Context: an optimization exercise on an open-source flow, tuned for a short achievable clock period and few clock cycles. The choices shown serve that exercise and are no tape-out recipe.
Only simulation tests tie the RTL to the original design; equivalence was not proved.
Power and IR drop assume default switching activity.

==> design.v <==
module ALU (
    input  [31:0] alu_q,	 
    input  [31:0] ld_q,		 
    input  [31:0] ex_a,		 
    input  [31:0] ex_b,		 
    input         fa_alu, fa_ld, fb_alu, fb_ld,	 
    input         add, sub, usec, op_and, orr, eor, mov, mvn,
    input         c_in,		 
    output [31:0] opa,
    output [31:0] result,
    output [3:0]  nzcv
);
    assign opa = fa_alu ? alu_q : fa_ld ? ld_q : ex_a;
    wire [31:0] opb = fb_alu ? alu_q : fb_ld ? ld_q : ex_b;
    wire [31:0] bx  = sub ? ~opb : opb;
    wire        cin = usec ? c_in : sub;
    reg [31:0] g, p, gg, pp, gn, pn;
    reg [32:0] sum;
    integer i, l;
    always @(*) begin
        g = opa & bx;
        p = opa ^ bx;
        gg = g;
        pp = p;
        gg[0] = g[0] | (p[0] & cin);
        for (l = 0; l < 5; l = l + 1) begin
            for (i = 0; i < 32; i = i + 1) begin
                if (i >= (1 << l)) begin
                    gn[i] = gg[i] | (pp[i] & gg[i - (1 << l)]);
                    pn[i] = pp[i] & pp[i - (1 << l)];
                end else begin
                    gn[i] = gg[i];
                    pn[i] = pp[i];
                end
            end
            gg = gn;
            pp = pn;
        end
        sum[0] = p[0] ^ cin;
        for (i = 1; i < 32; i = i + 1)
            sum[i] = p[i] ^ gg[i - 1];
        sum[32] = gg[31];
    end
    wire        arith = add | sub;
    wire [31:0] logic_r = ({32{op_and}} & (opa & opb)) |
                          ({32{orr}} & (opa | opb)) |
                          ({32{eor}} & (opa ^ opb)) |
                          ({32{mov}} & opb) |
                          ({32{mvn}} & ~opb);
    assign result = arith ? sum[31:0] : logic_r;
    wire [31:0] zt = {opa[30:0] | bx[30:0], cin};
    wire z_arith = &(~(opa ^ bx ^ zt));
    wire z_logic = ~|logic_r;
    assign nzcv[3] = result[31];
    assign nzcv[2] = arith ? z_arith : z_logic;
    assign nzcv[1] = arith ? (sum[32] ^ sub) : mvn;
    assign nzcv[0] = arith & ((result[31] ^ opa[31]) & ~(opa[31] ^ bx[31]));
endmodule
module ZeroFlag (
    input  [31:0] alu_q, ld_q, ex_a, ex_b,
    input         fa_alu, fa_ld, fb_alu, fb_ld,
    input         add, sub, usec, op_and, orr, eor, mov, mvn,
    input         c_in,
    output        z
);
    wire [31:0] opa = fa_alu ? alu_q : fa_ld ? ld_q : ex_a;
    wire [31:0] opb = fb_alu ? alu_q : fb_ld ? ld_q : ex_b;
    wire [31:0] bx  = sub ? ~opb : opb;
    wire        cin = usec ? c_in : sub;
    wire [31:0] logic_r = ({32{op_and}} & (opa & opb)) |
                          ({32{orr}} & (opa | opb)) |
                          ({32{eor}} & (opa ^ opb)) |
                          ({32{mov}} & opb) |
                          ({32{mvn}} & ~opb);
    wire [31:0] zt = {opa[30:0] | bx[30:0], cin};
    wire z_arith = &(~(opa ^ bx ^ zt));
    wire z_logic = ~|logic_r;
    assign z = (add | sub) ? z_arith : z_logic;
endmodule
module FetchStage (
    input  [31:0] inst,		 
    input  [7:0]  pcw,		 
    input  [15:0] ptab,		 
    input         unst,		 
    input  [7:0]  early_w,	 
    input         allow,	 
    input  [7:0]  early_w_o,	 
    input         allow_o,
    output        take,		 
    output [7:0]  nxt_w,	 
    output [7:0]  nxt_w_o	 
);
    reg [7:0] g, p, gg, pp, gn, pn;
    reg [8:0] sum;
    integer i, l;
    always @(*) begin
        g = pcw & inst[7:0];
        p = pcw ^ inst[7:0];
        gg = g;
        gg[0] = g[0] | p[0];
        pp = p;
        for (l = 0; l < 3; l = l + 1) begin
            for (i = 0; i < 8; i = i + 1) begin
                if (i >= (1 << l)) begin
                    gn[i] = gg[i] | (pp[i] & gg[i - (1 << l)]);
                    pn[i] = pp[i] & pp[i - (1 << l)];
                end else begin
                    gn[i] = gg[i];
                    pn[i] = pp[i];
                end
            end
            gg = gn;
            pp = pn;
        end
        sum[0] = ~p[0];
        for (i = 1; i < 8; i = i + 1)
            sum[i] = p[i] ^ gg[i - 1];
        sum[8] = gg[7];
    end
    wire isbr = (inst[27:26] == 2'b10) & ~inst[24];
    wire pred = ptab[inst[31:28]] | (unst & inst[7]);
    assign take = isbr & pred;
    assign nxt_w = (take & allow) ? sum[7:0] : early_w;
    assign nxt_w_o = (take & allow_o) ? sum[7:0] : early_w_o;
endmodule
module HazardDetectionUnit (
    input  [31:0] ir,
    input         valid,
    input  [14:0] sa, s2, sd,	 
    input  [14:0] pending,
    input         ld_done,
    input  [3:0]  ld_dest,
    input         ex_ld_go,
    input         ex_wr,
    input  [3:0]  ex_dest,
    input         q_full,	 
    input         q_near,	 
    input         ex_mem,
    output        stall
);
    wire [3:0] opc = ir[24:21];
    wire m00 = ir[27:26] == 2'b00;
    wire m01 = ir[27:26] == 2'b01;
    wire is_mem = m01 & (opc == 4'b0100);
    wire is_ld  = is_mem & ir[20];
    wire is_st  = is_mem & ~ir[20];
    wire o_mov = m00 & (opc == 4'b1101);
    wire o_mvn = m00 & (opc == 4'b1111);
    wire d_wb = (m00 & (opc == 4'b1101 || opc == 4'b1111 || opc == 4'b0100 ||
                        opc == 4'b0101 || opc == 4'b0010 || opc == 4'b0110 ||
                        opc == 4'b1100 || opc == 4'b0001 ||
                        (opc == 4'b0000 && ir != 32'hE000_0000))) | is_ld;
    wire [3:0] rn = ir[19:16];
    wire [3:0] rd = ir[15:12];
    wire [3:0] rm = ir[3:0];
    wire [3:0] r2 = is_st ? rd : rm;
    wire use_a = (m00 & ~o_mov & ~o_mvn) | is_mem;
    wire use_m = (m00 & ~ir[25]) | is_st;
    wire breg = m00 & ~ir[25];
    wire bshift = breg & ~ir[4] & (ir[11:7] != 5'd0);
    reg [14:0] busy;
    integer i;
    always @(*)
        for (i = 0; i < 15; i = i + 1)
            busy[i] = (pending[i] & ~(ld_done & (ld_dest == i))) | (ex_ld_go & (ex_dest == i));
    wire haz = (use_a & |(sa & busy)) | (use_m & |(s2 & busy)) | (d_wb & |(sd & busy));
    wire memfull = is_mem & (q_full | (q_near & ex_mem));
    wire shdep = bshift & ((ex_wr & (ex_dest == rm)) | (ld_done & (ld_dest == rm)));
    assign stall = valid & (haz | memfull | shdep);
endmodule
module adder_addr (
    input  [18:0] base,
    input  [18:0] imm_adj,	 
    output [17:0] h_lo,		 
    output [17:0] h_hi		 
);
    wire [18:0] a0 = base + imm_adj;
    wire [18:0] a2 = base + (imm_adj + 19'd2);
    assign h_lo = a0[18:1];
    assign h_hi = a2[18:1];
endmodule
module ARM
	(
		CLK,
		RST,
		INST_ADDR,
		INST_DATA,
		SRAM_ADDR,
		SRAM_WE_N,
		SRAM_DQ_OUT,
		SRAM_DQ_IN
	);
input			CLK;
input			RST;
output	[31:0]	INST_ADDR;
input	[31:0]	INST_DATA;
output	[17:0]	SRAM_ADDR;
output			SRAM_WE_N;
output	[15:0]	SRAM_DQ_OUT;
input	[15:0]	SRAM_DQ_IN;
	function cond_ok;
		input [3:0] c;
		input [3:0] f;	 
		begin
			case (c)
				4'd0:  cond_ok = f[2];
				4'd1:  cond_ok = ~f[2];
				4'd2:  cond_ok = f[1];
				4'd3:  cond_ok = ~f[1];
				4'd4:  cond_ok = f[3];
				4'd5:  cond_ok = ~f[3];
				4'd6:  cond_ok = f[0];
				4'd7:  cond_ok = ~f[0];
				4'd8:  cond_ok = f[1] & ~f[2];
				4'd9:  cond_ok = ~f[1] & f[2];
				4'd10: cond_ok = f[3] == f[0];
				4'd11: cond_ok = f[3] != f[0];
				4'd12: cond_ok = ~f[2] & (f[3] == f[0]);
				4'd13: cond_ok = f[2] | (f[3] != f[0]);
				default: cond_ok = 1'b1;
			endcase
		end
	endfunction
	integer i;
	reg [31:0] pc;
	reg        id_valid;
	reg        ex_valid;
	reg [14:0] rf_set;			 
	reg [3:0]  flags;			 
	reg [14:0] pending;			 
	reg        wb_alu_v, wb_ld_v;	 
	reg        act_v;
	localparam QD = 3;
	localparam QW = 2;
	reg [QW-1:0] q_cnt;
	reg [31:0] rf [0:14];
	reg [31:0] id_ir, id_pc, id_pc4;
	reg [14:0] id_sa, id_s2, id_sd;	 
	reg [14:0] id_sae, id_sae_h, id_sac, id_s2e, id_s2e_h, id_s2c;
	reg [3:0]  id_r2;				 
	reg        id_ba_alu, id_ba_ld, id_b2_alu, id_b2_ld;	 
	reg        id_ba_alu_h, id_ba_ld_h, id_b2_alu_h, id_b2_ld_h;	 
	reg        id_pred;
	reg [3:0]  ex_cond;
	reg        ex_wb, ex_setf, ex_ld, ex_st, ex_br, ex_pred;
	reg [3:0]  ex_dest;
	reg        ex_add, ex_sub, ex_usec, ex_and, ex_orr, ex_eor, ex_mov, ex_mvn;
	reg [31:0] ex_b;
	reg [18:0] ex_imm_adj, ex_imm_adj2;
	reg        ex_early;		 
	reg [31:0] ex_a, ex_m;
	reg        ex_fa_alu, ex_fa_ld, ex_fm_alu, ex_fm_ld, ex_fb_alu, ex_fb_ld;
	reg [31:0] ex_alt_pc;
	reg [31:0] alu_q;			 
	reg [31:0] ld_q;			 
	reg [3:0]  wb_alu_d, wb_ld_d;
	reg        act_ph, act_ld;
	reg [3:0]  act_dest;
	reg [15:0] act_hi, act_lo;
	reg [31:0] pc_o;
	reg        sram_we_n_o;
	reg [17:0] sram_addr_q;		 
	reg [17:0] sram_addr_hi;		 
	reg [15:0] sram_dq_q;
	reg        q_ld [0:QD-1];
	reg [17:0] q_h [0:QD-1];
	reg [31:0] q_d [0:QD-1];
	reg [3:0]  q_dest [0:QD-1];
	wire [31:0] id_tgt;
	assign id_tgt = id_pc4 + {{22{id_ir[7]}}, id_ir[7:0], 2'b00};
	assign INST_ADDR   = pc_o;
	assign SRAM_ADDR   = sram_addr_q;
	assign SRAM_DQ_OUT = sram_dq_q;
	assign SRAM_WE_N   = sram_we_n_o;
	wire ex_pass = cond_ok(ex_cond, flags);
	wire [31:0] opa, result;
	wire [3:0]  nzcv;
	ALU alu (
		.alu_q(alu_q), .ld_q(ld_q), .ex_a(ex_a), .ex_b(ex_b),
		.fa_alu(ex_fa_alu), .fa_ld(ex_fa_ld), .fb_alu(ex_fb_alu), .fb_ld(ex_fb_ld),
		.add(ex_add), .sub(ex_sub), .usec(ex_usec), .op_and(ex_and), .orr(ex_orr),
		.eor(ex_eor), .mov(ex_mov), .mvn(ex_mvn), .c_in(flags[1]),
		.opa(opa), .result(result), .nzcv(nzcv)
	);
	wire [31:0] opm = ex_fm_alu ? alu_q : ex_fm_ld ? ld_q : ex_m;
	wire ex_do    = ex_valid & ex_pass;
	wire ex_wr    = ex_do & ex_wb & ~ex_ld;
	wire ex_redir = ex_valid & ex_br & (ex_pass != ex_pred);
	wire ex_z;
	ZeroFlag zf (
		.alu_q(alu_q), .ld_q(ld_q), .ex_a(ex_a), .ex_b(ex_b),
		.fa_alu(ex_fa_alu), .fa_ld(ex_fa_ld), .fb_alu(ex_fb_alu), .fb_ld(ex_fb_ld),
		.add(ex_add), .sub(ex_sub), .usec(ex_usec), .op_and(ex_and), .orr(ex_orr),
		.eor(ex_eor), .mov(ex_mov), .mvn(ex_mvn), .c_in(flags[1]), .z(ex_z)
	);
	wire z_next = (ex_valid & ex_pass & ex_setf) ? ex_z : flags[2];
	wire id_zbr = id_valid & is_br & (id_ir[31:29] == 3'b000);
	wire id_ztk = id_ir[28] ^ z_next;
	wire id_br_pred = id_zbr ? id_ztk : id_pred;	 
	wire id_near = id_tgt[31:10] == id_pc4[31:10];
	wire id_redir = id_valid & is_br & ~ex_redir &
	                ((id_br_pred != id_pred) | (id_pred & ~id_near));
	wire [31:0] id_redir_pc = id_br_pred ? id_tgt : id_pc4;
	wire [18:0] maddr = opa[18:0] + ex_imm_adj;
	wire [18:0] maddr2 = opa[18:0] + ex_imm_adj2;	 
	wire        iss_v = ex_do & (ex_st | (ex_ld & ~ex_early));
	wire early_abort = ex_valid & ex_ld & ex_early & ~ex_pass;
	wire ld_done   = act_v & act_ph & act_ld;
	wire sram_free = ~act_v | act_ph;
	wire q_pop     = sram_free & (q_cnt != 0);
	wire direct    = sram_free & (q_cnt == 0) & iss_v;
	wire q_push    = iss_v & ~direct;
	wire [QW-1:0] q_cnt_p = q_cnt - q_pop;
	wire [31:0] ld_word = {SRAM_DQ_IN, act_lo};
	wire [3:0] opc = id_ir[24:21];
	wire m00 = id_ir[27:26] == 2'b00;
	wire m01 = id_ir[27:26] == 2'b01;
	wire m10 = id_ir[27:26] == 2'b10;
	wire is_mem = m01 & (opc == 4'b0100);
	wire is_ld  = is_mem & id_ir[20];
	wire is_st  = is_mem & ~id_ir[20];
	wire is_br  = m10 & ~id_ir[24];
	wire o_mov = m00 & (opc == 4'b1101);
	wire o_mvn = m00 & (opc == 4'b1111);
	wire o_add = m00 & (opc == 4'b0100);
	wire o_adc = m00 & (opc == 4'b0101);
	wire o_sub = m00 & (opc == 4'b0010);
	wire o_sbc = m00 & (opc == 4'b0110);
	wire o_and = m00 & (opc == 4'b0000);
	wire o_orr = m00 & (opc == 4'b1100);
	wire o_eor = m00 & (opc == 4'b0001);
	wire o_cmp = m00 & (opc == 4'b1010);
	wire o_tst = m00 & (opc == 4'b1000);
	wire d_wb = o_mov | o_mvn | o_add | o_adc | o_sub | o_sbc | o_orr | o_eor |
	            (o_and & (id_ir != 32'hE000_0000)) | is_ld;
	wire [3:0] rn = id_ir[19:16];
	wire [3:0] rd = id_ir[15:12];
	wire [3:0] rm = id_ir[3:0];
	wire [3:0] r2 = id_r2;
	wire breg = m00 & ~id_ir[25];					 
	wire [4:0] samt = id_ir[4] ? 5'd0 : id_ir[11:7];
	wire bshift = breg & (samt != 5'd0);			 
	reg [31:0] rf_a, rf_m;
	reg [14:0] rf_set_nx;			 
	always @(*)
		for (i = 0; i < 15; i = i + 1)
			rf_set_nx[i] = rf_set[i] | (wb_alu_v && wb_alu_d == i) | (wb_ld_v && wb_ld_d == i);
	always @(*) begin
		rf_a = 32'b0;
		rf_m = 32'b0;
		for (i = 0; i < 15; i = i + 1) begin
			rf_a[15:0] = rf_a[15:0] | ({16{id_sae[i]}} & rf[i][15:0]) | ({16{id_sac[i]}} & i);
			rf_m[15:0] = rf_m[15:0] | ({16{id_s2e[i]}} & rf[i][15:0]) | ({16{id_s2c[i]}} & i);
			rf_a[31:16] = rf_a[31:16] | ({16{id_sae_h[i]}} & rf[i][31:16]);
			rf_m[31:16] = rf_m[31:16] | ({16{id_s2e_h[i]}} & rf[i][31:16]);
		end
	end
	wire [31:0] rd_a = {id_ba_alu_h ? alu_q[31:16] : id_ba_ld_h ? ld_q[31:16] : rf_a[31:16],
	                    id_ba_alu ? alu_q[15:0] : id_ba_ld ? ld_q[15:0] : rf_a[15:0]};
	wire [31:0] rd_m = {id_b2_alu_h ? alu_q[31:16] : id_b2_ld_h ? ld_q[31:16] : rf_m[31:16],
	                    id_b2_alu ? alu_q[15:0] : id_b2_ld ? ld_q[15:0] : rf_m[15:0]};
	wire ex_ld_go = ex_do & ex_ld;
	wire id_stall;
	HazardDetectionUnit hdu (
		.ir(id_ir), .valid(id_valid), .sa(id_sa), .s2(id_s2), .sd(id_sd), .pending(pending),
		.ld_done(ld_done), .ld_dest(act_dest), .ex_ld_go(ex_ld_go),
		.ex_wr(ex_wr), .ex_dest(ex_dest),
		.q_full(q_cnt >= QD), .q_near(q_cnt == QD - 1),
		.ex_mem(ex_valid & (ex_ld | ex_st)), .stall(id_stall)
	);
	reg [31:0] shifted;
	always @(*) begin
		case (id_ir[6:5])
			2'b00: shifted = rd_m << samt;
			2'b11: shifted = ({rd_m, rd_m} >> samt);
			default: shifted = rd_m >> samt;
		endcase
	end
	wire [63:0] rot_src = {24'b0, id_ir[7:0], 24'b0, id_ir[7:0]};
	wire [63:0] rot_sh = rot_src >> {id_ir[11:8], 1'b0};
	wire [31:0] imm12 = {{20{id_ir[11]}}, id_ir[11:0]};
	wire [31:0] imm_adj = imm12 - 32'd1024;
	wire early = id_valid & is_ld & ~id_stall & ~ex_redir & sram_free & (q_cnt == 0) &
	             ~(ex_valid & (ex_ld | ex_st)) &
	             ~(ex_wr & (ex_dest == rn)) & ~(ld_done & (act_dest == rn));
	wire [17:0] early_h, early_h2;
	adder_addr ea (.base(rd_a[18:0]), .imm_adj(imm_adj[18:0]), .h_lo(early_h), .h_hi(early_h2));
	function [14:0] onehot;
		input [3:0] r;
		onehot = 15'b1 << r;
	endfunction
	wire f_st = (INST_DATA[27:26] == 2'b01) & (INST_DATA[24:21] == 4'b0100) & ~INST_DATA[20];
	wire [14:0] f_sa = onehot(INST_DATA[19:16]);
	wire [14:0] f_sd = onehot(INST_DATA[15:12]);
	wire [14:0] f_s2 = f_st ? f_sd : onehot(INST_DATA[3:0]);
	wire [3:0]  f_r2 = f_st ? INST_DATA[15:12] : INST_DATA[3:0];
	wire [3:0]  nx_rn = id_stall ? rn : INST_DATA[19:16];
	wire [3:0]  nx_r2 = id_stall ? r2 : f_r2;
	wire [14:0] nx_sa = id_stall ? onehot(rn) : f_sa;
	wire [14:0] nx_s2 = id_stall ? onehot(r2) : f_s2;
	wire [31:0] pc4 = pc + 32'd4;
	wire f_stable = ~(id_valid & id_ir[20]) & ~(ex_valid & ex_setf & ex_pass);
	wire [31:0] pc_early = ex_redir ? ex_alt_pc : id_stall ? pc : pc4;
	wire f_allow = ~ex_redir & ~id_stall;
	wire [31:0] pc_early_o = pc_early & {32{~RST}};
	wire f_allow_o = f_allow & ~RST;
	wire f_take;
	wire [31:0] pc_next;
	wire [7:0] f_nxt, f_nxt_o;
	reg [15:0] f_ptab;
	always @(*)
		for (i = 0; i < 16; i = i + 1)
			f_ptab[i] = f_stable ? cond_ok(i, flags) : (i >= 14);
	FetchStage fs (
		.inst(INST_DATA), .pcw(pc[9:2]),
		.ptab(f_ptab), .unst(~f_stable), .early_w(pc_early[9:2]), .allow(f_allow),
		.early_w_o(pc_early_o[9:2]), .allow_o(f_allow_o),
		.take(f_take), .nxt_w(f_nxt), .nxt_w_o(f_nxt_o)
	);
	assign pc_next = id_redir ? id_redir_pc : {pc_early[31:10], f_nxt, pc_early[1:0]};
	always @(posedge CLK or posedge RST) begin
		if (RST) begin
			pc <= 32'b0;
			id_valid <= 1'b0;
			ex_valid <= 1'b0;
			rf_set <= 15'b0;
			flags <= 4'b0;
			pending <= 15'b0;
			wb_alu_v <= 1'b0;
			wb_ld_v <= 1'b0;
			act_v <= 1'b0;
			q_cnt <= 0;
		end else begin
			pc <= pc_next;
			if (ex_redir | id_redir)
				id_valid <= 1'b0;
			else if (!id_stall)
				id_valid <= 1'b1;
			ex_valid <= id_valid & ~id_stall & ~ex_redir;
			if (ex_do & ex_setf)
				flags <= nzcv;
			wb_alu_v <= ex_wr;
			wb_ld_v <= ld_done;
			rf_set <= rf_set_nx;
			for (i = 0; i < 15; i = i + 1) begin
				if (ex_ld_go && ex_dest == i)
					pending[i] <= 1'b1;
				else if (ld_done && act_dest == i)
					pending[i] <= 1'b0;
			end
			if (early_abort)
				act_v <= 1'b0;
			else if (sram_free)
				act_v <= (q_cnt != 0) | iss_v | early;
			q_cnt <= q_cnt_p + q_push;
		end
	end
	wire we_n_next = early_abort ? 1'b1 :
	                 sram_free ? ((q_cnt != 0) ? q_ld[0] : iss_v ? ex_ld : 1'b1) :
	                 act_ld;
	always @(posedge CLK) begin
		pc_o <= (id_redir & ~RST) ? id_redir_pc : {pc_early_o[31:10], f_nxt_o, pc_early_o[1:0]};
		sram_we_n_o <= RST | we_n_next;
		if (!id_stall) begin
			id_ir <= INST_DATA;
			id_pc <= pc;
			id_pred <= f_take;
			id_pc4 <= pc4;
			id_r2 <= f_r2;
		end
		ex_cond <= id_ir[31:28];
		ex_wb <= d_wb;
		ex_setf <= id_ir[20];
		ex_ld <= is_ld;
		ex_st <= is_st;
		ex_br <= is_br;
		ex_pred <= id_br_pred;
		ex_dest <= rd;
		ex_add <= o_add | o_adc | is_mem;
		ex_sub <= o_sub | o_sbc | o_cmp;
		ex_usec <= o_adc | o_sbc;
		ex_and <= o_and | o_tst;
		ex_orr <= o_orr;
		ex_eor <= o_eor;
		ex_mov <= o_mov;
		ex_mvn <= o_mvn;
		ex_b <= breg ? shifted : is_mem ? imm12 : rot_sh[31:0];
		ex_imm_adj <= imm_adj[18:0];
		ex_imm_adj2 <= imm_adj[18:0] + 19'd2;
		ex_early <= early;
		id_sa <= nx_sa;
		id_s2 <= nx_s2;
		id_sae <= nx_sa & rf_set_nx;
		id_sae_h <= nx_sa & rf_set_nx;
		id_sac <= nx_sa & ~rf_set_nx;
		id_s2e <= nx_s2 & rf_set_nx;
		id_s2e_h <= nx_s2 & rf_set_nx;
		id_s2c <= nx_s2 & ~rf_set_nx;
		id_sd <= id_stall ? onehot(rd) : f_sd;
		id_ba_alu <= ex_wr & (ex_dest == nx_rn);
		id_ba_ld <= ld_done & (act_dest == nx_rn);
		id_b2_alu <= ex_wr & (ex_dest == nx_r2);
		id_b2_ld <= ld_done & (act_dest == nx_r2);
		id_ba_alu_h <= ex_wr & (ex_dest == nx_rn);
		id_ba_ld_h <= ld_done & (act_dest == nx_rn);
		id_b2_alu_h <= ex_wr & (ex_dest == nx_r2);
		id_b2_ld_h <= ld_done & (act_dest == nx_r2);
		ex_a <= rd_a;
		ex_m <= rd_m;
		ex_fa_alu <= ex_wr & (ex_dest == rn);
		ex_fm_alu <= ex_wr & (ex_dest == r2);
		ex_fa_ld <= ld_done & (act_dest == rn);
		ex_fm_ld <= ld_done & (act_dest == r2);
		ex_fb_alu <= breg & ~bshift & ex_wr & (ex_dest == rm);
		ex_fb_ld <= breg & ~bshift & ld_done & (act_dest == rm);
		ex_alt_pc <= id_br_pred ? id_pc4 : id_tgt;
		alu_q <= result;
		if (wb_alu_v && wb_alu_d != 4'd15)
			rf[wb_alu_d] <= alu_q;
		if (wb_ld_v && wb_ld_d != 4'd15 && !(wb_alu_v && wb_alu_d == wb_ld_d))
			rf[wb_ld_d] <= ld_q;
		wb_alu_d <= ex_dest;
		wb_ld_d <= act_dest;
		if (ld_done)
			ld_q <= ld_word;
		if (sram_free) begin
			act_ph <= 1'b0;
			if (q_cnt != 0) begin
				act_ld <= q_ld[0]; act_dest <= q_dest[0];
				sram_addr_q <= q_h[0]; sram_addr_hi <= q_h[0] + 18'd1;
				sram_dq_q <= q_d[0][15:0]; act_hi <= q_d[0][31:16];
			end else if (iss_v) begin
				act_ld <= ex_ld; act_dest <= ex_dest;
				sram_addr_q <= maddr[18:1]; sram_addr_hi <= maddr2[18:1];
				sram_dq_q <= opm[15:0]; act_hi <= opm[31:16];
			end else begin
				act_ld <= 1'b1; act_dest <= rd;
				sram_addr_q <= early_h; sram_addr_hi <= early_h2;
				sram_dq_q <= opm[15:0];
			end
		end else begin
			act_ph <= 1'b1;
			sram_addr_q <= sram_addr_hi;
			sram_addr_hi <= early_h2;	 
			sram_dq_q <= act_hi;
			act_lo <= SRAM_DQ_IN;
		end
		for (i = 0; i < QD; i = i + 1) begin
			if (q_push && q_cnt_p == i) begin
				q_ld[i] <= ex_ld; q_h[i] <= maddr[18:1]; q_d[i] <= opm; q_dest[i] <= ex_dest;
			end else if (q_pop && i < QD - 1) begin
				q_ld[i] <= q_ld[i+1]; q_h[i] <= q_h[i+1]; q_d[i] <= q_d[i+1]; q_dest[i] <= q_dest[i+1];
			end
		end
	end
endmodule
==> flow/run.sh <==
#!/bin/bash
# Layout flow: the standard synthesis unchanged, then the standard ORFS
# layout steps with timing repair aimed well below the clock constraint
# (a larger setup margin and full TNS repair), sizing not held to the cell
# footprint, and port buffers of a stronger cell, so the achieved period is
# pushed down. Each step's full output goes to a log file here; ORFS also
# keeps its per-stage logs under orfs/logs.
set -euo pipefail
MARGIN=${FLOW_SETUP_MARGIN:-15.4}
bash standard.sh synth > flow_synth.log 2>&1
bash standard.sh SETUP_SLACK_MARGIN=$MARGIN TNS_END_PERCENT=100 MATCH_CELL_FOOTPRINT=0 \
  "BUFFER_PORTS_ARGS=-buffer_cell sky130_fd_sc_hd__buf_4" finish > flow_layout.log 2>&1
==> standard.sh <==
#!/bin/bash
# synth_recipe.tcl (not shown) runs the flow's synth.tcl, then flattens the netlist and writes it again
# the make line also repeats each setting of config.mk as NAME=value (left out here)
make -C /OpenROAD-flow-scripts/flow DESIGN_CONFIG=/design/flow/config.mk WORK_HOME=/design/flow/orfs CLKGATE_MAP_FILE= SYNTH_SCRIPT=/design/flow/synth_recipe.tcl "${@:-finish}"
==> config.mk <==
export PLATFORM = sky130hd
export DESIGN_NAME = ARM
export DESIGN_NICKNAME = ARM
export VERILOG_FILES = /design/flow/design.v
export SDC_FILE = /design/flow/constraint.sdc
export NUM_CORES = 4
export LEC_CHECK = 0
export ABC_CLOCK_PERIOD_IN_PS = 10000
export CAP_MARGIN = 20
export CORE_MARGIN = 2
export CORE_UTILIZATION = 40
export SETUP_SLACK_MARGIN = 3
export SLEW_MARGIN = 20
export SYNTH_HIERARCHICAL = 1
==> constraint.sdc <==
create_clock -name core_clock -period 20.0 [get_ports {CLK}]
set_input_delay 4.0000 -clock core_clock [delete_from_list [all_inputs] [get_ports {CLK}]]
set_output_delay 4.0000 -clock core_clock [all_outputs]
set_load 0.01 [all_outputs]
==> impl_metrics.ini, run 1 <==
[setup_path]
critical_path_class = flop to output pin
cp_data_required_time_ns = 16.00
worstPathMaxFanout = 1
cp_top_family = flip-flops
slowest_delay_ns = 0.36
cp-end-kind = output pin
worst_setup_path_start_kind = flop
cp_num_buf_inv = 1
arrival_ns = 1.32
cp_slowest_cell = dfxtp_2
cp_cell_sequence = buf_6

[yosys]
synth_cells = 8341
synth_top_area_share = 0.294
yosysWarnings = 14
synth_edf_count = 778
syn_area_mm2 = 0.0793
synthArstFlopShare = 0.0574
synth.distinct_cells = 121
yosys.area.top_type = edfxtp_1
synthTopCellsByArea = edfxtp_1 29%, dfxtp_1 11%, ha_1 5.3%
ys.flop_type = edfxtp_1
ys_seq_elements = 1272
avgSynthCellArea_um2 = 9.51
synth_seq_area_share = 0.424

[detailed_routing]
ant_nets = 0
drt_iter0_drc = 11750
avgViaCountPerCell = 6.46
vias = 72082
wl_mm = 349
route.detailed.drc = 0
dr.pass1.iters = 9
wl_per_cell_um = 31.3

[die]
die_w_um = 449
die-area_mm2 = 0.202
start_util = 0.402
ios = 117
fp.coreArea_mm2 = 0.197
die_h_um = 449
std_cell_rows = 163

[grt]
grt_usage = 0.332
antenna_found_initial = 23
grt_overflow_total = 0
grt_pass1_wl_mm = 491
grt_max_degree = 79
grt_pass1_vias = 67791

[cells_and_area]
area_delta_synth_final_pct = 16.6
drive_gt1_frac = 0.199
nNetsFinal = 8786
final_cell_mix = 1019 x nand2_1, 778 x edfxtp_1, 640 x o21ai_0
multiInputGateArea_mm2 = 0.0442
layout_commonest_cell = nand2_1
regArea_mm2 = 0.0338
fill_cells = 18372

[timing]
fin_crit_sh = 0.266
rsz0062_at_grt = yes
slew_headroom = 0.259
finalSetupViolCount = 0
finalMaxSlewViolations = 0
worst_slew_pin_slew_ns = 1.11
final_hold_viol_count = 0
fin_skew_ns = 0.0416
whs_ns = 0.378
period_needed_ns = 5.32
timing.fmax_mhz = 188
tns_ns = 0

[clocking]
cts_root_buf = clkbuf_16
insertion_delay_ns = 0.85
h-tree-depth = 4
clock-sinks = 1272
cts_buffers = 147
cts_buffer_depth = 3
clkTransAtPathRegs_ns = 0.06
cts_tree = done

[pwr]
max-vdd-ir-drop_mv = 0.104
powerDensity_mw_per_mm2 = 131
p_leak_nw = 35.7

[placed_design]
io_buffers = 116
place_hpwl_mm = 225
place_congestion = 1.00

[worst_hold_path]
hp-class = flop to flop

[run_status]
status = timing/DRC/antenna clean

[job]
maxCapViolCount = 0
-- kinds of logic after synthesis --
group,share of synthesized area
adder cells (fa/ha/maj),0.0582
buffers and inverters,0.0502
XOR/XNOR,0.0434
AO/OA/AOI/OAI,0.186
multiplexers,0.103
other,0.0000473
AND/OR/NAND/NOR,0.135
flip-flops,0.424
-- Yosys cell counts, drive strengths merged, types with 40 or more instances --
cell type / number
xnor2: 232
nor2b: 43
a211oi: 41
nor2: 470
inv: 376
mux2: 386
xor2: 160
a31oi: 48
clkbuf: 474
o22ai: 77
nand2b: 44
a22oi: 441
nand4: 173
o31ai: 45
buf: 153
nor4: 78
edfxtp: 778
dfrtp: 73
nand2: 1054
ha: 334
o21a: 104
mux2i: 279
o21ai: 704
a21oi: 422
o211ai: 44
and2: 40
dfxtp: 421
nand3: 139
a221oi: 45
nor3: 122
-- Yosys stat by module (local to each module, per instance) --
module	area [µm²]	cells	flops+latches	copies in the design
ALU	7150	1013	0	1
ZeroFlag	4420	478	0	1
HazardDetectionUnit	1360	203	0	1
adder_addr	1870	231	0	1
ARM	63800	6335	1272	1
FetchStage	707	81	0	1
-- report_power, final --
| group | switching, mW | total, mW | internal [mW] |
|---|---|---|---|
| registers | 0.428 | 3.92 | 3.49 |
| logic | 3.55 | 5.44 | 1.89 |
| clock network | 1.19 | 2.73 | 1.54 |
| total | 5.16 | 12.1 | 6.92 |
-- cell type report --
cell class | count | share of cell area
Tap cell | 2640 | 0.0357
Timing Repair inverter | 1 | 0.000122
Inverter | 379 | 0.0160
Clock buffer | 208 | 0.0455
Sequential cell | 1272 | 0.365
Antenna cell | 15 | 0.000406
Timing Repair Buffer | 510 | 0.0538
Clock inverter | 61 | 0.00583
Multi-Input combinational cell | 6069 | 0.477
-- metal layers --
| layer | global-route usage | share of wire | wire [µm] |
|---|---|---|---|
| met1 | 0.441 | 0.39 | 135000 |
| met2 | 0.489 | 0.42 | 147000 |
| met3 | 0.0971 | 0.13 | 44900 |
| met4 | 0.166 | 0.063 | 22100 |
| met5 | 0 | 0.00031 | 107 |
-- sequential cells by signal (all words and copies together) (netlist names), 16 cells and up --
register / count
sram_dq_q: 16
sram_addr_q: 18
id_ir: 32
id_pc4: 32
ex_alt_pc: 32
ex_m: 32
q_d: 96
pc: 32
alu_q: 32
act_lo: 16
ld_q: 32
ex_b: 32
q_h: 54
rf: 480
sram_addr_hi: 18
act_hi: 16
ex_a: 32
pc_o: 32
-- path summary, 6_finish.rpt --
kind	startpoint	end	slack (ns)	cells past startpoint
setup / recovery	pc_o[23]$_DFF_P_	INST_ADDR[23]	14.68	1
min in group asynchronous	RST	q_cnt[0]$_DFF_PP0_	3.23	2
hold reg to reg	id_pc4[0]$_DFFE_PN_	ex_alt_pc[0]$_DFF_P_	0.38	0
setup reg to reg	ex_fb_ld$_DFF_P_	pc_o[18]$_DFF_P_	14.75	24
hold / removal	id_pc4[0]$_DFFE_PN_	ex_alt_pc[0]$_DFF_P_	0.38	0
max in group asynchronous	RST	flags[1]$_DFFE_PP0P_	16.37	2
-- metrics by stage --
stage / utilization / total power, mW / setup WS (ns) / instances / area [µm²]
3_3_place_gp: 0.423 / 8.79 / 12.92 / 10685 / 83300
5_1_grt: 0.469 / 12.6 / 14.55 / 11144 / 92500
2_1_floorplan: - / 6.94 / 14.20 / 8342 / 79800
6_report: 0.469 / 12.1 / 14.68 / 11155 / 92500
4_1_cts: 0.462 / 11.8 / 14.64 / 11087 / 91200
3_5_place_dp: 0.423 / 8.86 / 12.89 / 10685 / 83400
-- repair_timing --
action,CTS,global route
setup buffers,115,48
hold buffers,0,0
gates cloned,18,4
pin swaps,111,73
gates resized for setup,431,200
hold endpoints to repair,0,0
endpoints found under the setup margin,457,341
Testbench counts, summed over its fixed seeds: cycles 42,135.
==> inputs of run 2 (changes only) <==
--- a/flow/run.sh
+++ b/flow/run.sh
@@ -8,3 +8,3 @@
 set -euo pipefail
-MARGIN=${FLOW_SETUP_MARGIN:-15.4}
+MARGIN=${FLOW_SETUP_MARGIN:-15.2}
 bash standard.sh synth > flow_synth.log 2>&1
==> run 2 against run 1 <==
Effect of this change: still clean; sequential cell count stayed put; total power is 0.79% higher; worst hold slack better by 0.0027 ns; register-to-register slack better by 0.06 ns; final cell count is 0.37% lower; cell area is 0.72% lower; clock power is 4% higher; via count is 0.25% lower; first-iteration DRC count is 6.5% lower; largest cell class unchanged; highest routed layer unchanged.
==> impl_metrics.ini, run 2 <==
[run_status]
status = timing/DRC/antenna clean

[setup_path]
arrival_ns = 1.33
worstPathMaxFanout = 1
cp_num_buf_inv = 1
worst_setup_path_start_kind = flop
worstSetupEndpoint = INST_ADDR[22]
r2r_cells = 25
cp_data_required_time_ns = 16.00
cp-startpoint = pc_o[22]$_DFF_P_
critical_path_class = flop to output pin
worstSetupPathDepth = 1
r2r_setup_slack_ns = 14.81
slowest_delay_ns = 0.36
r2r_end = pc[4]$_DFF_PP0_
timing.rr.start = ex_fb_ld$_DFF_P_
cp_slowest_cell = dfxtp_2
cp-end-kind = output pin
cp_cell_sequence = buf_6
cp_top_family = flip-flops

[placed_design]
dpl_worst_slack_ns = 13.28
io_buffers = 116
place_congestion = 0.985
placedCellCount = 10679
place_hpwl_mm = 227

[detailed_routing]
route.detailed.drc = 0
dr.pass1.iters = 9
drt_iter0_drc = 10983
vias = 71902
ant_nets = 0
wl_per_cell_um = 31.5
avgViaCountPerCell = 6.47
wl_mm = 350

[yosys]
yosys.area.top_type = edfxtp_1
yosysWarnings = 14
synth_seq_area_share = 0.424
synth_top_area_share = 0.294
synth.distinct_cells = 121
syn_area_mm2 = 0.0793
ys_seq_elements = 1272
avgSynthCellArea_um2 = 9.51
synthTopCellsByCount = 1054 x nand2_1, 778 x edfxtp_1, 684 x o21ai_0
synth_cells = 8341
synthArstFlopShare = 0.0574
synthTopCellsByArea = edfxtp_1 29%, dfxtp_1 11%, ha_1 5.3%
ys.flop_type = edfxtp_1
synth_edf_count = 778
post-synth-top-count-cell = nand2_1

[cells_and_area]
area_delta_synth_final_pct = 15.8
fin_cells = 11114
regMostFlops = rf
largest_register_ffs = 480
fill_cells = 18466
multiInputGateArea_mm2 = 0.0434
regArea_mm2 = 0.0338
largestRegisters = rf: 480 flops, q_d: 96 flops, q_h: 54 flops
layout_commonest_cell = nand2_1
final_cell_mix = 1034 x nand2_1, 778 x edfxtp_1, 655 x o21ai_0
drive_gt1_frac = 0.183
nNetsFinal = 8748

[clocking]
cts_root_buf = clkbuf_16
cts_buffer_depth = 3
h-tree-depth = 4
clkTransAtPathRegs_ns = 0.06
cts_buffers = 146
insertion_delay_ns = 0.87
hold_buffers = 0
cts_tree = done
clock-sinks = 1272

[timing]
worst_slew_pin_slew_ns = 1.28
tns_ns = 0
final_hold_viol_count = 0
timing.fmax_mhz = 188
fin_skew_ns = 0.0740
period_needed_ns = 5.33
finalSetupViolCount = 0
finalMaxSlewViolations = 0
rsz0062_at_grt = yes
slew_headroom = 0.141
finalWorstSetupSlack_ns = 14.67
fin_crit_sh = 0.267

[worst_hold_path]
hp-class = flop to flop
hold_depth = 0

[die]
die_w_um = 449
start_util = 0.402
std_cell_rows = 163
die_h_um = 449
fp.coreArea_mm2 = 0.197
die-area_mm2 = 0.202
ios = 117

[grt]
grt_pass1_wl_mm = 488
grt_overflow_total = 0
grt_usage = 0.330
antenna_found_initial = 15
grt_pass1_vias = 67550
grt_max_degree = 83

[pwr]
p_leak_nw = 35.6
max-vdd-ir-drop_mv = 0.156
powerDensity_mw_per_mm2 = 133
total_power_mw = 12.2

[job]
maxCapViolCount = 0
run 2: through the flow:
stage,util,hold slack (ns),cell area (µm²)
detailed placement,0.422,0.366,83100
CTS,0.461,0.382,90900
global route,0.466,0.400,91900
global placement,0.422,0.354,83100
floorplan,-,0.350,79600
finish,0.466,0.381,91900
run 2: final cells by class:
type / instances / area share
Antenna cell: 7 / 0.000191
Inverter: 379 / 0.0161
Clock buffer: 199 / 0.0459
Multi-Input combinational cell: 6068 / 0.473
Clock inverter: 74 / 0.0102
Tap cell: 2640 / 0.0360
Timing Repair Buffer: 475 / 0.0511
Sequential cell: 1272 / 0.368
run 2: what timing repair did:
action                     4_1_cts  5_1_grt
pin swaps                       67       61
gates cloned                    14        3
resized for setup              355      143
buffers inserted               103       35
setup endpoints to repair      404      281
run 2: kinds of logic (layout without fill, tap and decap cells):
logic type | count (synthesis) | in the layout | synth area share
adder cells (fa/ha/maj) | 356 | 356 | 0.0582
flip-flops | 1272 | 1272 | 0.424
other | 1 | 9 | 0.0000473
multiplexers | 688 | 688 | 0.103
buffers and inverters | 1006 | 1127 | 0.0502
AO/OA/AOI/OAI | 2284 | 2284 | 0.186
XOR/XNOR | 392 | 392 | 0.0434
AND/OR/NAND/NOR | 2342 | 2346 | 0.135
run 2: where the power goes:
group	internal, mW	switching, mW	leakage, nW	total, mW
Clock	1.63	1.22	2.49	2.85
Sequential	3.49	0.447	11.8	3.94
Combinational	1.86	3.53	21.3	5.39
Total	6.99	5.19	35.6	12.2
run 2: routing by layer:
metal / global-route usage / up-vias / wire length, µm
li1: - / 30582 / -
met3: 0.0945 / 1161 / 45500
met4: 0.175 / 8 / 22500
met2: 0.486 / 5355 / 147000
met1: 0.438 / 34796 / 135000
met5: 0.00118 / - / 53
run 2: how the worst min path moves through the flow:
stage / endpoint / start
2_1_floorplan: ex_alt_pc[0]$_DFF_P_ / id_pc4[0]$_DFFE_PN_
3_3_place_gp: ex_alt_pc[1]$_DFF_P_ / id_pc4[1]$_DFFE_PN_
3_5_place_dp: ex_alt_pc[1]$_DFF_P_ / id_pc4[1]$_DFFE_PN_
4_1_cts: ex_alt_pc[1]$_DFF_P_ / id_pc4[1]$_DFFE_PN_
5_1_grt: ex_alt_pc[1]$_DFF_P_ / id_pc4[1]$_DFFE_PN_
6_report: ex_alt_pc[1]$_DFF_P_ / id_pc4[1]$_DFFE_PN_
run 2: Yosys stat by module, one instance, submodules excluded:
module | cells | flops+latches | area [µm²]
HazardDetectionUnit | 203 | 0 | 1360
ARM | 6335 | 1272 | 63800
FetchStage | 81 | 0 | 707
ZeroFlag | 478 | 0 | 4420
ALU | 1013 | 0 | 7150
adder_addr | 231 | 0 | 1870

==> port drivers added, routing unchanged <==
In the flow no input, the clock included, has a driving cell. The finished layouts below were timed again as built, in two steps. Step 1, drivers: a clkbuf_16 drives CLK and a buf_2 each remaining input, both assumed. Step 2 also shifts input and output timing later by t, the mid clock arrival at the registers, as if the neighbouring blocks saw the same clock. Three values: no drivers, after step 1, after step 2; two values: the first two.
run	t (ns)	slack for setup (ns)	latest minus earliest clock arrival (ns)	worst register clock-pin slew, ns
run 1	0.928	14.682 / 14.583 / 13.844	0.041 / 0.041	0.07 / 0.07
run 2	0.927	14.668 / 14.572 / 13.899	0.074 / 0.074	0.07 / 0.07
After both steps setup and hold are still met in every run listed. The setup slack of run 1, which loses most, moves by -0.099 ns with the drivers and by -0.838 ns with both steps.
